This is an optimization exercise on Yosys and OpenROAD, whose aim is small area, not a production implementation. In this exercise RTL edits were held to simulation tests only and were not proved equivalent to the original. Power figures rest on the tool's default switching activity, not on a simulated workload.

==> flow/config.mk <==
export PLATFORM = sky130hd
export DESIGN_NAME = spi_top
export DESIGN_NICKNAME = spi_top
export VERILOG_FILES = /design/flow/design.v
export SDC_FILE = /design/flow/constraint.sdc
export NUM_CORES = 4
export LEC_CHECK = 0
export CAP_MARGIN = 20
export CORE_MARGIN = 2
export CORE_UTILIZATION = 65
export CTS_BUF_LIST = sky130_fd_sc_hd__clkbuf_16
export CTS_CLUSTER_DIAMETER = 100
export CTS_CLUSTER_SIZE = 50
export SLEW_MARGIN = 20
export SYNTH_HIERARCHICAL = 1
==> flow/constraint.sdc <==
create_clock -name core_clock -period 5.0 [get_ports {clk}]
set_input_delay 1.0000 -clock core_clock [delete_from_list [all_inputs] [get_ports {clk}]]
set_output_delay 1.0000 -clock core_clock [all_outputs]
set_load 0.01 [all_outputs]
==> flow/design.v <==
module spi_top (
    input         clk,
    input         rst_n,
    input  [31:0] in_data_A,         
    output [31:0] out_data_B,        
    output [31:0] out_data_A,        
    output        done_A_to_B,       
    output        response_ready,    
    output        done_B_to_A        
);
    reg [6:0]  p;
    reg        t;
    reg [31:0] tx;
    reg [31:0] rx;
    reg [31:0] data_b;
    wire wrap = (p == 7'd69);
    always @(posedge clk or negedge rst_n) begin
        if (!rst_n) begin
            p <= 7'd69;
            t <= 1'b1;
        end else if (wrap) begin
            p <= 7'd0;
            t <= 1'b0;
        end else begin
            p <= p + {6'd0, t};
            t <= !t;
        end
    end
    wire p1      = (p >= 7'd2) && (p <= 7'd33);     
    wire mid     = (p >= 7'd34) && (p <= 7'd36);    
    wire p2      = (p >= 7'd37) && (p <= 7'd68);    
    wire ld_tx   = wrap;
    wire sh_tx   = t && (p1 || p2);
    wire fill    = p2 ? 1'b1 : tx[31];
    wire ld_b    = t && (p == 7'd33);
    wire clr_rx  = !t && (p == 7'd35);
    wire sh_rx   = !t && p2;
    wire rx_bit  = tx[31] ^ (&tx[30:0]);
    wire hold_tx = !ld_tx && !sh_tx;
    wire hold_b  = !ld_b;
    wire hold_rx = !clr_rx && !sh_rx;
    wire [31:0] tx_next, b_next, rx_next;
    genvar i;
    generate
        for (i = 0; i < 32; i = i + 1) begin : g_bit
            sel3 u_tx (.s0(ld_tx), .d0(in_data_A[i]),
                       .s1(sh_tx), .d1(i == 0 ? fill : tx[(i + 31) % 32]),
                       .s2(hold_tx), .d2(tx[i]), .y(tx_next[i]));
            sel2 u_b  (.s0(ld_b), .d0(tx[(i + 31) % 32]),
                       .s1(hold_b), .d1(data_b[i]), .y(b_next[i]));
            sel2 u_rx (.s0(sh_rx), .d0(i == 0 ? rx_bit : rx[(i + 31) % 32]),
                       .s1(hold_rx), .d1(rx[i]), .y(rx_next[i]));
        end
    endgenerate
    always @(posedge clk)
        tx <= tx_next;
    always @(posedge clk or negedge rst_n) begin
        if (!rst_n) begin
            data_b <= 32'd0;
            rx     <= 32'd0;
        end else begin
            data_b <= b_next;
            rx     <= rx_next;
        end
    end
    wire cs_n = (p == 7'd0) || (p == 7'd1 && !t) || (wrap && t);
    wire mosi = (p1 && tx[31]) || (mid && tx[0]);
    assign out_data_B     = data_b;
    assign out_data_A     = rx;
    assign done_A_to_B    = ~cs_n && !mosi;
    assign response_ready = !t && (p == 7'd34);
    assign done_B_to_A    = t && (p == 7'd68);
endmodule
module sel2 (
    input  s0, d0,
    input  s1, d1,
    output y
);
    assign y = (s0 & d0) | (s1 & d1);
endmodule
module sel3 (
    input  s0, d0,
    input  s1, d1,
    input  s2, d2,
    output y
);
    assign y = (s0 & d0) | (s1 & d1) | (s2 & d2);
endmodule
==> flow/flow/run.sh <==
#!/bin/bash
# The standard layout, with the smallest buffer on the ports instead of the
# resizer's default pick.
set -euo pipefail
bash standard.sh "BUFFER_PORTS_ARGS=-buffer_cell sky130_fd_sc_hd__buf_1" finish > standard.log 2>&1
==> flow/standard.sh <==
#!/bin/bash
# synth_recipe.tcl (not shown) runs the flow's synth.tcl, then flattens the netlist and writes it again
# the make line also repeats each setting of config.mk as NAME=value (left out here)
make -C /OpenROAD-flow-scripts/flow DESIGN_CONFIG=/design/flow/config.mk WORK_HOME=/design/flow/orfs CLKGATE_MAP_FILE= SYNTH_SCRIPT=/design/flow/synth_recipe.tcl "${@:-finish}"
==> impl_metrics.env, run 1 <==
export IMPL_tightest_slew_ns=0.962
export IMPL_diodes=0
export IMPL_drt_initial_drc_count=363
export IMPL_yosys_area_top_type="dfrtp_1"
export IMPL_drt_wl_total_mm=9.11
export IMPL_power_mw=1.53
export IMPL_grt_antenna_before_repair=0
export IMPL_worst_hold_slack_ns=0.495
export IMPL_cp_start_kind="flop"
export IMPL_r2r_start="p[1]"
export IMPL_ant_nets=0
export IMPL_finalSetupTns_ns=0
export IMPL_syn_to_final_growth_pct=20.8
export IMPL_crit_chain="or4_4, xnor2_1, o32ai_1, a21oi_1, buf_1"
export IMPL_die_area_sq_um=6660
export IMPL_slew_violations=0
export IMPL_synth_edff_count=0
export IMPL_period_needed_ns=3.00
export IMPL_clk_pin_slew_ns=0.06
export IMPL_synth_most_common_cell="dfrtp_1"
export IMPL_grt_max_degree=73
export IMPL_worstHoldPathType="reg -> reg"
export IMPL_nNetsFinal=450
export IMPL_async_flop_share_pct=69.2
export IMPL_final_area_sq_um=4730
export IMPL_yosys_top_cells_area="dfrtp_1 43%, dfxtp_1 16%, a22o_1 14%"
export IMPL_dr_pass1_iters=8
export IMPL_finalSetupViolations=0
export IMPL_yosysTopAreaCellShare_pct=43.5
export IMPL_p_leak_nw=2.23
export IMPL_hold_buffers=0
export IMPL_cts_setup_buffers=0
export IMPL_crit_path_start="p[1]"
export IMPL_portBuffers=100
export IMPL_max_slew_margin_pct=35.9
export IMPL_path_class="reg -> out"
export IMPL_grt_pass1_wl_mm=14.0
export IMPL_place_ws_ns=2.36
export IMPL_core_sq_um=5890
export IMPL_final_core_util_pct=80.4
export IMPL_routed_via_density=6.35
export IMPL_cp_max_fo=9
export IMPL_ys_warn_count=7
export IMPL_hpwlAfterDp_mm=5.61
export IMPL_clockBufferDepth=2
export IMPL_cts_sinks=104
export IMPL_crit_path_top_delay_cell="or4_4"
export IMPL_worstSkewPairLatency_ns=0.34
export IMPL_fill_cells=371
export IMPL_holdCritStartpoint="data_b[20]"
export IMPL_crit_path_max_incr_delay_ns=0.60
export IMPL_fin_crit_sh_pct=60.1
export IMPL_place_area_sq_um=4410
export IMPL_h_tree_depth=3
export IMPL_vdd_drop_max_mv=0.303
export IMPL_status="timing/DRC/antenna clean"
export IMPL_hold_viol=0
export IMPL_grt_pass1_vias=2892
export IMPL_drt_wirelength_per_cell_um=18.4
export IMPL_max_freq_mhz=333
export IMPL_numCtsBuffers=9
export IMPL_cts_resized=0
export IMPL_cts_tree="yes"
export IMPL_yosys_register_bits=104
export IMPL_arrival_ns=2.00
export IMPL_synth_distinct_cells=37
export IMPL_root_buffer="clkbuf_16"
export IMPL_io_pins=101
export IMPL_rsz0062_at_grt="no"
export IMPL_synth_top_cells_by_count="68 x dfrtp_1, 64 x a22o_1, 34 x inv_1"
export IMPL_syn_area_sq_um=3920
export IMPL_initial_core_util_pct=66.5
export IMPL_drv_cap=0
export IMPL_via_count=3138
export IMPL_die_height_um=81.6
export IMPL_drive_above_1_share_pct=7.64
export IMPL_overflow=0
export IMPL_cp_end_kind="output pin"
export IMPL_syn_inst=301
export IMPL_grt_usage_pct=27.6
export IMPL_crit_required_ns=4.00
export IMPL_synth_avg_cell_area_sq_um=13.0
export IMPL_gp_congestion=0.898
export IMPL_layout_cells_non_filler=494
export IMPL_final_setup_skew_ns=0.00794
export IMPL_power_density_nw_per_um2=323
export IMPL_rows=28
export IMPL_synth_ff_type="dfrtp_1"
export IMPL_worst_slack_ns=2.00
export IMPL_synth_seq_area_share_pct=62.5
export IMPL_die_w_um=81.6
export IMPL_placedCellCount=477
export IMPL_drcViolationCount=0
-- cell families (layout without fill, tap and decap cells) --
family,after synthesis,in the layout,share of synthesized area (%)
xor gates and xnor gates,7,7,1.57
DFF,104,104,62.5
buffers and inverters,38,156,3.96
AOI/OAI and AO/OA,106,106,24.5
adders and majority gates,2,2,0.639
and+or+nand+nor,44,44,6.78
-- routing by layer --
metal	share of wire [%]	global-route usage [%]
met2	50	44.2
met3	7.3	6.37
met4	0.74	7.50
met5	0	0
met1	42	38.4
-- Yosys stat by module, one instance, submodules excluded --
module	copies in the design	area (sq um)	flops+latches
sel2	64	8.76	0
sel3	32	13.8	0
spi_top	1	2910	104
-- cell usage in the layout, fill, tap and decap left out, types with 2 or more instances in the layout --
| master | Yosys | final |
|---|---|---|
| buf_4 | 1 | 3 |
| inv_1 | 34 | 34 |
| nand3_1 | 3 | 3 |
| a21oi_1 | 3 | 3 |
| clkinv_1 | 0 | 2 |
| dfxtp_1 | 32 | 32 |
| ha_1 | 2 | 2 |
| buf_1 | 0 | 99 |
| dfrtp_1 | 68 | 68 |
| nand2_1 | 8 | 8 |
| nor2_2 | 1 | 2 |
| a222oi_1 | 32 | 32 |
| nand4_1 | 9 | 9 |
| clkinvlp_4 | 0 | 2 |
| dfstp_2 | 4 | 4 |
| a22o_1 | 64 | 64 |
| xnor2_1 | 6 | 6 |
| nor4_1 | 2 | 2 |
| nor2b_1 | 3 | 3 |
| clkbuf_16 | 0 | 10 |
| nor2_1 | 9 | 7 |
-- registers in the layout, summed over array words and instances (netlist names) --
signal and count:
t 1, rx 32, p 7, tx 32
data_b 32
-- critical path, delay by kind of cell, from the launching register on --
kind / cells / cell delay, ns
compound gates: 2 / 0.32
buf+inv: 1 / 0.14
simple gates: 1 / 0.60
xor+xnor: 1 / 0.15
flops: 1 / 0.46
-- cell type report --
cell class	count	area, sq um	area share [%]
clock inverters	6	40.0	0.847
well taps	75	93.8	1.98
repair buffers	105	444	9.39
inverters	35	131	2.78
flip-flops and latches	104	2450	51.7
multi-input cells	159	1320	28.0
clock buffers	10	250	5.29
-- worst paths after layout --
path | slack (ns) | cells past startpoint | end
setup / recovery | 2.00 | 5 | done_A_to_B
hold / removal | 0.49 | 1 | data_b[20]
max in group asynchronous | 3.85 | 2 | t
setup reg to reg | 2.29 | 8 | tx[20]
min in group asynchronous | 0.56 | 1 | data_b[11]
hold reg to reg | 0.49 | 1 | data_b[20]
-- report_power, final --
group	internal, mW	total, mW	switching (mW)
combinational	0.00857	0.0245	0.0160
clock	0.367	0.667	0.300
sequential	0.837	0.837	0
==> run 2: changes to the inputs <==
--- a/flow/config.mk
+++ b/flow/config.mk
@@ -9,6 +9,3 @@
 export CORE_MARGIN = 2
-export CORE_UTILIZATION = 65
-export CTS_BUF_LIST = sky130_fd_sc_hd__clkbuf_16
-export CTS_CLUSTER_DIAMETER = 100
-export CTS_CLUSTER_SIZE = 50
+export CORE_UTILIZATION = 40
 export SLEW_MARGIN = 20
==> run 2 against run 1 <==
- flip-flop and latch count is the same
- largest cell class unchanged
- area after synthesis is the same
- synthesized cell count did not move
- final area shrank 0.37%
- clock skew up 0.0076 ns
- non-clock buffer count unchanged
- final cell count grew 12%
- maximum frequency fell by 1.0%
- register-to-register slack got worse by 0.05 ns
- setup slack worse by 0.031 ns
- critical endpoint unchanged
- critical path depth unchanged
- still clean
- wire length down 0.21%
==> impl_metrics.env, run 2 <==
export IMPL_status="timing/DRC/antenna clean"
export IMPL_grt_usage_pct=17.7
export IMPL_wl_met3_um=567
export IMPL_seq_power_share_pct=60.5
export IMPL_routed_top_layer="met4"
export IMPL_finalSetupViolations=0
export IMPL_drt_initial_drc_count=241
export IMPL_p_leak_nw=2.20
export IMPL_rsz0062_at_grt="no"
export IMPL_synth_seq_area_share_pct=62.5
export IMPL_drt_met1_wl_mm=4.35
export IMPL_synth_most_common_cell="dfrtp_1"
export IMPL_slew_violations=0
export IMPL_hold_viol=0
export IMPL_grt_pass1_wl_mm=14.8
export IMPL_fin_crit_sh_pct=60.7
export IMPL_clk_pin_slew_ns=0.11
export IMPL_tightest_slew_ns=0.943
export IMPL_comb_power_share_pct=1.8
export IMPL_diodes=0
export IMPL_power_switching_uw=319
export IMPL_ant_nets=0
export IMPL_yosys_register_bits=104
export IMPL_worstHoldPathType="reg -> reg"
export IMPL_worstSkewPairLatency_ns=0.36
export IMPL_overflow=0
export IMPL_dr_pass1_iters=7
export IMPL_root_buffer="clkbuf_8"
export IMPL_hold_buffers=0
export IMPL_die_area_sq_um=10600
export IMPL_reg_largest_list="data_b (32), rx (32), tx (32)"
export IMPL_synth_top_cells_by_count="68 x dfrtp_1, 64 x a22o_1, 34 x inv_1"
export IMPL_cp_end_kind="output pin"
export IMPL_yosys_area_top_type="dfrtp_1"
export IMPL_drcViolationCount=0
export IMPL_syn_inst=301
export IMPL_cts_setup_buffers=0
export IMPL_ys_warn_count=7
export IMPL_power_mw=1.38
export IMPL_synth_ff_type="dfrtp_1"
export IMPL_hpwlAfterDp_mm=5.85
export IMPL_gp_congestion=0.879
export IMPL_vdd_drop_max_mv=0.135
export IMPL_clkPwrFrac_pct=37.7
export IMPL_grt_max_degree=73
export IMPL_crit_family="simple AND/OR/NAND/NOR gates"
export IMPL_initial_core_util_pct=40.6
export IMPL_cts_tree="yes"
export IMPL_core_sq_um=9640
export IMPL_period_needed_ns=3.03
export IMPL_io_pins=101
export IMPL_final_setup_skew_ns=0.0155
export IMPL_crit_chain="or4_4, xnor2_1, o32ai_1, a21oi_1, buf_1"
export IMPL_max_freq_mhz=330
export IMPL_grt_pass1_vias=2972
export IMPL_grt_antenna_before_repair=0
export IMPL_arrival_ns=2.03
export IMPL_crit_required_ns=4.00
export IMPL_drt_wl_total_mm=9.09
export IMPL_routed_via_density=5.56
export IMPL_drive_above_1_share_pct=7.88
export IMPL_layout_common_cells="99 x buf_1, 68 x dfrtp_1, 64 x a22o_1"
export IMPL_layout_cells_non_filler=552
export IMPL_synth_distinct_cells=37
export IMPL_placedCellCount=535
export IMPL_final_common_cell="buf_1"
export IMPL_rows=36
export IMPL_yosys_top_cells_area="dfrtp_1 43%, dfxtp_1 16%, a22o_1 14%"
export IMPL_max_slew_margin_pct=37.1
export IMPL_sw_frac_of_total_pct=23.0
export IMPL_die_height_um=103
export IMPL_via_count=3070
export IMPL_die_w_um=103
export IMPL_wl_met2_mm=4.03
export IMPL_cp_start_kind="flop"
export IMPL_intPower_mw=1.07
export IMPL_h_tree_depth=3
export IMPL_portBuffers=100
export IMPL_crit_path_max_incr_delay_ns=0.60
export IMPL_syn_to_final_growth_pct=20.4
export IMPL_drv_cap=0
export IMPL_clockBufferDepth=2
export IMPL_synth_edff_count=0
export IMPL_cp_max_fo=9
export IMPL_cts_sinks=104
export IMPL_power_density_nw_per_um2=294
export IMPL_numCtsBuffers=9
export IMPL_crit_path_top_delay_cell="or4_4"
export IMPL_path_class="reg -> out"
export IMPL_finalSetupTns_ns=0
export IMPL_cts_resized=0
export IMPL_nNetsFinal=450
export IMPL_syn_area_sq_um=3920
export IMPL_yosysTopAreaCellShare_pct=43.5
export IMPL_synth_avg_cell_area_sq_um=13.0
export IMPL_async_flop_share_pct=69.2
export IMPL_drt_wirelength_per_cell_um=16.5
export IMPL_cp_num_buf_inv=1
run 2: cell counts after synthesis:
Identical to the previous run, type by type.
run 2: modules after synthesis, one instance, submodules excluded:
| module | times used | cells inside |
|---|---|---|
| sel2 | 64 | 1 |
| sel3 | 32 | 2 |
| spi_top | 1 | 173 |
run 2: kinds of logic (layout without fill, tap and decap cells):
| group | count (synthesis) | count (layout) | synth area share, % |
|---|---|---|---|
| simple gates | 44 | 44 | 6.78 |
| xor+xnor | 7 | 7 | 1.57 |
| flops | 104 | 104 | 62.5 |
| fa+ha+maj | 2 | 2 | 0.639 |
| buf+inv | 38 | 156 | 3.96 |
| compound gates | 106 | 106 | 24.5 |
run 2: per-layer routing:
layer,global-route usage [%],vias up
met4,5.67,0
li1,-,1420
met1,25.7,1533
met3,4.47,15
met2,26.0,102
met5,0,-
run 2: power groups by stage:
stage | Sequential, mW | Combinational, mW | Clock (mW)
final | 0.837 | 0.0251 | 0.522
after floorplan | 0.854 | 0.000318 | 0
after CTS | 0.837 | 0.0236 | 0.534
after global placement | 0.854 | 0.0230 | 0
after global routing | 0.837 | 0.0287 | 0.571
after detailed placement | 0.854 | 0.0234 | 0
run 2: final cells by class:
cell class | count | area (sq um)
inverter | 35 | 131
tap | 133 | 166
fill | 938 | 4930
timing repair buffer | 105 | 444
clock buffer | 11 | 153
clock inverter | 5 | 47.5
sequential | 104 | 2450
multi-input combinational | 159 | 1320
run 2: path summary, 6_finish.rpt:
| kind | from | end | slack [ns] | cells past startpoint |
|---|---|---|---|---|
| max | p[1] | done_A_to_B | 1.97 | 5 |
| min | data_b[19] | data_b[19] | 0.50 | 1 |
| max reg2reg | p[1] | tx[25] | 2.24 | 8 |
| min reg2reg | data_b[19] | data_b[19] | 0.50 | 1 |
| max in group asynchronous | rst_n | p[6] | 3.82 | 2 |
| min in group asynchronous | rst_n | data_b[5] | 0.57 | 1 |
run 2: worst register-to-register path, stage by stage (launching register included):
cell and delay [ns]:
dfrtp_1 0.47, or4_4 0.60, nand4_1 0.13, nor4bb_4 0.20, buf_4 0.37, nor2_2 0.24, buf_8 0.22, a222oi_1 0.35
inv_1 0.09
run 2: per-stage QoR:
step	worst slack, ns	util [%]	cell area, sq um	hold WS [ns]
after floorplan	1.81	-	3920	0.480
after global placement	2.13	46.3	4460	0.480
after detailed placement	2.25	46.5	4480	0.479
after CTS	1.95	48.5	4680	0.509
after global routing	1.85	48.9	4710	0.522
final	1.97	48.9	4710	0.503
==> run 3: changes to the inputs <==
==> flow/flow/run.sh (replaced) <==
#!/bin/bash
# The standard layout, with:
# - the smallest buffer on the ports instead of the resizer's default pick;
# - a clock tree of clkbuf_4 leaves under a clkbuf_8 root.
set -euo pipefail
bash standard.sh \
  "BUFFER_PORTS_ARGS=-buffer_cell sky130_fd_sc_hd__buf_1" \
  "CTS_ARGS=-sink_clustering_enable -repair_clock_nets -buf_list sky130_fd_sc_hd__clkbuf_4 -root_buf sky130_fd_sc_hd__clkbuf_8" \
  finish > standard.log 2>&1
--- a/flow/config.mk
+++ b/flow/config.mk
@@ -9,3 +9,3 @@
 export CORE_MARGIN = 2
-export CORE_UTILIZATION = 40
+export CORE_UTILIZATION = 65
 export SLEW_MARGIN = 20
==> run 3 against run 2 <==
- non-clock buffer count decreased by 1
- sequential power about the same
- clock-buffer cell count decreased by 2
- final area decreased by 2.3%
- synthesized cell count unchanged
- power decreased by 0.75%
- first-iteration DRC count increased by 51%
- setup slack got worse by 0.015 ns
- worst hold slack about the same
- critical endpoint unchanged
- largest cell class unchanged
- largest power group unchanged
==> impl_metrics.env, run 3 <==
export IMPL_final_setup_skew_ns=0.00791
export IMPL_reg_largest_list="data_b (32), rx (32), tx (32)"
export IMPL_power_switching_uw=300
export IMPL_synth_edff_count=0
export IMPL_fin_crit_sh_pct=61.0
export IMPL_cts_setup_buffers=0
export IMPL_synth_seq_area_share_pct=62.5
export IMPL_cts_tree="yes"
export IMPL_syn_area_sq_um=3920
export IMPL_grt_max_degree=73
export IMPL_grt_pass1_vias=2862
export IMPL_hpwlAfterDp_mm=5.61
export IMPL_power_density_nw_per_um2=298
export IMPL_synth_avg_cell_area_sq_um=13.0
export IMPL_routed_via_density=6.31
export IMPL_syn_inst=301
export IMPL_crit_chain="or4_4, xnor2_1, o32ai_1, a21oi_1, buf_1"
export IMPL_power_mw=1.37
export IMPL_yosys_area_top_type="dfrtp_1"
export IMPL_gp_congestion=0.898
export IMPL_synth_distinct_cells=37
export IMPL_period_needed_ns=3.05
export IMPL_hold_viol=0
export IMPL_tightest_slew_ns=0.956
export IMPL_reg2reg_slack_ns=2.30
export IMPL_grt_usage_pct=27.5
export IMPL_ys_warn_count=7
export IMPL_numCtsBuffers=9
export IMPL_layout_common_cells="99 x buf_1, 68 x dfrtp_1, 64 x a22o_1"
export IMPL_syn_to_final_growth_pct=17.6
export IMPL_clockBufferDepth=2
export IMPL_rows=28
export IMPL_diodes=0
export IMPL_sw_frac_of_total_pct=21.9
export IMPL_grt_antenna_before_repair=0
export IMPL_seq_power_share_pct=60.9
export IMPL_vdd_drop_max_mv=0.245
export IMPL_synth_ff_type="dfrtp_1"
export IMPL_die_w_um=81.6
export IMPL_max_freq_mhz=328
export IMPL_hold_buffers=0
export IMPL_synth_top_cells_by_count="68 x dfrtp_1, 64 x a22o_1, 34 x inv_1"
export IMPL_worstSkewPairLatency_ns=0.38
export IMPL_slew_violations=0
export IMPL_drt_wirelength_per_cell_um=17.9
export IMPL_yosysTopAreaCellShare_pct=43.5
export IMPL_worstRegToRegCells=8
export IMPL_drcViolationCount=0
export IMPL_endpoint="done_A_to_B"
export IMPL_drv_cap=0
export IMPL_r2r_start="p[1]"
export IMPL_die_area_sq_um=6660
export IMPL_io_pins=101
export IMPL_yosys_register_bits=104
export IMPL_worstReg2RegEnd="tx[18]"
export IMPL_drive_above_1_share_pct=7.42
export IMPL_async_flop_share_pct=69.2
export IMPL_cp_max_fo=9
export IMPL_crit_path_max_incr_delay_ns=0.60
export IMPL_crit_path_start="p[1]"
export IMPL_max_slew_margin_pct=36.3
export IMPL_overflow=0
export IMPL_cts_sinks=104
export IMPL_via_count=3112
export IMPL_h_tree_depth=3
export IMPL_final_common_cell="buf_1"
export IMPL_ant_nets=0
export IMPL_yosys_top_cells_area="dfrtp_1 43%, dfxtp_1 16%, a22o_1 14%"
export IMPL_synth_most_common_cell="dfrtp_1"
export IMPL_arrival_ns=2.05
export IMPL_portBuffers=100
export IMPL_clkPwrFrac_pct=37.5
export IMPL_clk_pin_slew_ns=0.09
export IMPL_intPower_mw=1.07
export IMPL_die_height_um=81.6
export IMPL_comb_power_share_pct=1.6
export IMPL_grt_pass1_wl_mm=13.8
export IMPL_initial_core_util_pct=66.5
export IMPL_p_leak_nw=2.17
export IMPL_nNetsFinal=449
export IMPL_rsz0062_at_grt="no"
export IMPL_cp_end_kind="output pin"
export IMPL_cp_start_kind="flop"
export IMPL_drt_wl_total_mm=8.83
export IMPL_cts_resized=0
export IMPL_worstHoldPathType="reg -> reg"
export IMPL_root_buffer="clkbuf_8"
export IMPL_finalSetupViolations=0
export IMPL_crit_required_ns=4.00
export IMPL_core_sq_um=5890
export IMPL_crit_path_top_delay_cell="or4_4"
export IMPL_dr_pass1_iters=8
export IMPL_path_class="reg -> out"
export IMPL_status="timing/DRC/antenna clean"
export IMPL_finalSetupTns_ns=0
export IMPL_drt_initial_drc_count=363
run 3: worst min path at each step:
stage,startpoint,to,depth (start not counted)
finish,rx[31],rx[31],1
global route,data_b[20],data_b[20],1
CTS,rx[31],rx[31],1
detailed placement,rx[31],rx[31],1
global placement,data_b[1],data_b[1],1
floorplan,tx[17],tx[18],2
run 3: final cells by class:
| class | count | area [sq um] |
|---|---|---|
| sequential | 104 | 2450 |
| multi-input combinational | 159 | 1320 |
| fill | 399 | 1280 |
| timing repair buffer | 104 | 417 |
| inverter | 35 | 131 |
| clock buffer | 9 | 124 |
| tap | 75 | 93.8 |
| clock inverter | 7 | 70.1 |
run 3: routing by layer:
| metal | vias to the layer above | track usage (%) | wire, um |
|---|---|---|---|
| li1 | 1421 | - | - |
| met1 | 1539 | 37.7 | 3790 |
| met2 | 144 | 42.5 | 4310 |
| met3 | 8 | 9.12 | 643 |
| met4 | 0 | 7.50 | 95 |
| met5 | - | 0 | 0 |
run 3: power groups by stage:
| stage | combinational, mW | clock, mW | sequential (mW) |
|---|---|---|---|
| global placement | 0.0223 | 0 | 0.854 |
| finish | 0.0218 | 0.515 | 0.837 |
| global route | 0.0253 | 0.558 | 0.837 |
| CTS | 0.0224 | 0.528 | 0.837 |
| detailed placement | 0.0224 | 0 | 0.854 |
| floorplan | 0.000318 | 0 | 0.854 |
run 3: cells by family after synthesis:
logic type	share of synthesized area, %
flip-flops	62.5
AND/OR/NAND/NOR	6.78
AO/OA/AOI/OAI	24.5
buffers and inverters	3.96
adder cells (fa/ha/maj)	0.639
XOR/XNOR	1.57
run 3: metrics by stage:
stage / instances / hold WS [ns] / setup WS [ns] / cell area, sq um / util [%]
global route: 493 / 0.515 / 1.85 / 4610 / 78.3
detailed placement: 477 / 0.478 / 2.36 / 4410 / 74.9
finish: 493 / 0.502 / 1.95 / 4610 / 78.3
floorplan: 301 / 0.480 / 1.81 / 3920 / -
global placement: 476 / 0.479 / 2.14 / 4390 / 74.6
CTS: 493 / 0.506 / 1.94 / 4600 / 78.2
run 3: critical path, delay by kind of cell (launching register included):
| kind | cells | cell delay, ns |
|---|---|---|
| and+or+nand+nor | 1 | 0.60 |
| xor gates and xnor gates | 1 | 0.15 |
| DFF | 1 | 0.47 |
| buffers and inverters | 1 | 0.14 |
| AOI/OAI and AO/OA | 2 | 0.32 |
run 3: Yosys stat by module (local to each module, per instance):
module	times used	area, sq um	cells
spi_top	1	2910	173
sel3	32	13.8	2
sel2	64	8.76	1
==> run 4: changes to the inputs <==
==> flow/flow/run.sh (replaced) <==
#!/bin/bash
# The standard layout, with:
# - the smallest buffer on the ports instead of the resizer's default pick;
# - a clock tree of clkbuf_4 leaves under a clkbuf_8 root;
# - ABC's buffers removed before placement, and cells on paths with slack
#   downsized after global routing.
set -euo pipefail
bash standard.sh \
  "BUFFER_PORTS_ARGS=-buffer_cell sky130_fd_sc_hd__buf_1" \
  "CTS_ARGS=-sink_clustering_enable -repair_clock_nets -buf_list sky130_fd_sc_hd__clkbuf_4 -root_buf sky130_fd_sc_hd__clkbuf_8" \
  "REMOVE_ABC_BUFFERS=1" \
  "RECOVER_POWER=100" \
  finish > standard.log 2>&1
==> run 4 against run 3 <==
- now fails the layout checks on capacitance limit, slew limit
- final cell count is the same
- register-to-register slack lost 0.97 ns
- highest routed layer unchanged
- combinational power grew 4%
- wire length grew 0.71%
- worst hold slack gained 0.0021 ns
- area after synthesis is the same
- critical path depth grew 1
- critical path type is now reg -> reg
- synthesized cell count is the same
- setup slack lost 0.62 ns
- largest power group unchanged
- final area shrank 0.33%
- sequential power is essentially flat
- clock-buffer cell count is the same
==> impl_metrics.env, run 4 <==
export IMPL_status="complete, but fails checks"
export IMPL_so_faults="capacitance limit, slew limit"
export IMPL_grt_max_degree=46
export IMPL_reg2reg_slack_ns=1.33
export IMPL_clockBufferDepth=2
export IMPL_max_slew_margin_pct=-58.3
export IMPL_crit_path_start="p[6]"
export IMPL_via_count=3126
export IMPL_layout_common_cells="99 x buf_1, 68 x dfrtp_1, 64 x a22o_1"
export IMPL_final_common_cell="buf_1"
export IMPL_root_buffer="clkbuf_8"
export IMPL_reg_largest_list="data_b (32), rx (32), tx (32)"
export IMPL_worstRegToRegCells=6
export IMPL_yosys_top_cells_area="dfrtp_1 43%, dfxtp_1 16%, a22o_1 14%"
export IMPL_ant_nets=0
export IMPL_synth_ff_type="dfrtp_1"
export IMPL_cp_start_kind="flop"
export IMPL_arrival_ns=3.92
export IMPL_grt_usage_pct=27.5
export IMPL_h_tree_depth=3
export IMPL_crit_chain="nor3_1, nand2_1, or4_1, clkbuf_1, inv_1, a22o_1"
export IMPL_tightest_slew_ns=2.37
export IMPL_cp_max_fo=33
export IMPL_p_leak_nw=2.17
export IMPL_numCtsBuffers=9
export IMPL_initial_core_util_pct=66.5
export IMPL_r2r_start="p[6]"
export IMPL_multi_input_area_sq_um=1320
export IMPL_syn_area_sq_um=3920
export IMPL_yosys_area_top_type="dfrtp_1"
export IMPL_slew_violations=84
export IMPL_grt_antenna_before_repair=0
export IMPL_grt_pass1_wl_mm=13.8
export IMPL_synth_most_common_cell="dfrtp_1"
export IMPL_diodes=0
export IMPL_worstHoldPathType="reg -> reg"
export IMPL_hold_path_depth=1
export IMPL_gp_congestion=0.865
export IMPL_core_sq_um=5890
export IMPL_path_class="reg -> reg"
export IMPL_crit_path_max_incr_delay_ns=1.06
export IMPL_endpoint="data_b[6]"
export IMPL_cp_end_kind="flop"
export IMPL_fin_crit_sh_pct=73.4
export IMPL_drv_cap=2
export IMPL_drt_initial_drc_count=285
export IMPL_ys_warn_count=7
export IMPL_rsz0062_at_grt="no"
export IMPL_crit_required_ns=5.25
export IMPL_portBuffers=100
export IMPL_synth_edff_count=0
export IMPL_dr_pass1_iters=8
export IMPL_regArea_sq_um=2450
export IMPL_max_freq_mhz=272
export IMPL_period_needed_ns=3.67
export IMPL_cts_resized=0
export IMPL_synth_distinct_cells=37
export IMPL_crit_family="buffers and inverters"
export IMPL_synth_seq_area_share_pct=62.5
export IMPL_grt_pass1_vias=2803
export IMPL_cp_num_buf_inv=2
export IMPL_cts_setup_buffers=0
export IMPL_die_area_sq_um=6660
export IMPL_worstSkewPairLatency_ns=0.37
export IMPL_routed_via_density=6.34
export IMPL_drive_above_1_share_pct=5.74
export IMPL_final_setup_skew_ns=0.0103
export IMPL_rows=28
export IMPL_cts_tree="yes"
export IMPL_vdd_drop_max_mv=0.288
export IMPL_drt_wirelength_per_cell_um=18.0
export IMPL_synth_avg_cell_area_sq_um=13.0
export IMPL_worstReg2RegEnd="data_b[6]"
export IMPL_drt_wl_total_mm=8.90
export IMPL_finalSetupTns_ns=0
export IMPL_hold_buffers=0
export IMPL_power_density_nw_per_um2=303
export IMPL_yosysTopAreaCellShare_pct=43.5
export IMPL_nNetsFinal=449
export IMPL_drcViolationCount=0
export IMPL_die_w_um=81.6
export IMPL_fill_cells=381
export IMPL_finalSetupViolations=0
export IMPL_syn_to_final_growth_pct=17.3
export IMPL_hold_viol=0
export IMPL_cts_sinks=104
export IMPL_hpwlAfterDp_mm=5.77
export IMPL_path_depth=6
export IMPL_clk_pin_slew_ns=0.10
export IMPL_final_core_util_pct=78.0
export IMPL_io_pins=101
export IMPL_yosys_register_bits=104
export IMPL_die_height_um=81.6
export IMPL_overflow=0
export IMPL_async_flop_share_pct=69.2
export IMPL_synth_top_cells_by_count="68 x dfrtp_1, 64 x a22o_1, 34 x inv_1"
export IMPL_crit_path_top_delay_cell="clkbuf_1"
export IMPL_syn_inst=301
run 4: worst min path at each step:
stage / from / end / slack (ns)
after floorplan: tx[17] / tx[18] / 0.48
after global placement: data_b[29] / data_b[29] / 0.48
after detailed placement: data_b[12] / data_b[12] / 0.48
after CTS: data_b[10] / data_b[10] / 0.51
after global routing: data_b[24] / data_b[24] / 0.52
final: data_b[10] / data_b[10] / 0.50
run 4: cell families after synthesis:
group	Yosys count	share of synthesized area, %
adder cells (fa/ha/maj)	2	0.639
AND/OR/NAND/NOR	44	6.78
XOR/XNOR	7	1.57
AO/OA/AOI/OAI	106	24.5
buffers and inverters	38	3.96
flip-flops	104	62.5
run 4: where the power goes:
part | leakage (nW) | internal (mW) | total, mW | switching [mW]
clock | 0.102 | 0.238 | 0.530 | 0.292
sequential | 1.24 | 0.837 | 0.837 | 0
combinational | 0.833 | 0.00653 | 0.0226 | 0.0161
run 4: metrics by stage:
| stage | cells | hold slack, ns | instance area (sq um) | power (mW) | setup WS (ns) |
|---|---|---|---|---|---|
| finish | 493 | 0.504 | 4590 | 1.39 | 1.33 |
| floorplan | 298 | 0.480 | 3890 | 0.854 | 1.84 |
| global placement | 477 | 0.477 | 4400 | 0.877 | 2.13 |
| detailed placement | 477 | 0.478 | 4400 | 0.877 | 2.38 |
| CTS | 493 | 0.508 | 4610 | 1.40 | 1.96 |
| global route | 493 | 0.518 | 4590 | 1.44 | 1.02 |
run 4: cell type report:
type / instances / share of cell area (%)
clock buffer: 9 / 2.70
tap: 75 / 2.04
clock inverter: 7 / 1.74
inverter: 35 / 2.86
timing repair buffer: 104 / 8.67
sequential: 104 / 53.3
multi-input combinational: 159 / 28.7
run 4: metal layers:
layer,wire (um),global-route usage [%],vias to the layer above
met5,0,0,-
met4,53,5.50,0
met3,766,8.35,6
met2,4340,43.0,161
met1,3740,38.5,1539
li1,-,-,1420
run 4: worst register-to-register path, cell delays in order, from the launching register on:
cell and delay [ns]:
dfstp_1 0.73, nor3_1 0.14, nand2_1 0.11, or4_1 0.12, clkbuf_1 1.06, inv_1 0.93
a22o_1 0.48
run 4: modules after synthesis (local to each module, per instance):
| module | copies in the design | flops+latches |
|---|---|---|
| sel2 | 64 | 0 |
| sel3 | 32 | 0 |
| spi_top | 1 | 104 |

## what the ideal ports hide
Ports are ideal in the flow. The routed layouts listed here were re-timed in OpenROAD. Step 1 sets driving cells, clkbuf_16 on the clock port and buf_2 on the other inputs (assumed; they add their load-dependent delay and slew). Step 2 adds t to the input delays and takes it off the output delays; t is the mean of the earliest and latest rising clock arrival at the registers after step 1. Input paths then give back, and output paths get back, about the clock's delay inside the block. a / b / c = no drivers / after step 1 / after step 2; a / b = the first two.
run | shift t [ns] | slack for setup (ns) | clock arrival spread, ns | worst slew at a driven data input, ns
run 1 | 0.369 | 1.997 / 1.961 / 2.294 | 0.010 / 0.010 | 0.04
run 2 | 0.385 | 1.966 / 1.934 / 2.237 | 0.016 / 0.015 | 0.05
run 3 | 0.403 | 1.951 / 1.919 / 2.298 | 0.008 / 0.008 | 0.04
run 4 | 0.391 | 1.328 / 1.328 / 1.328 | 0.011 / 0.012 | 0.05
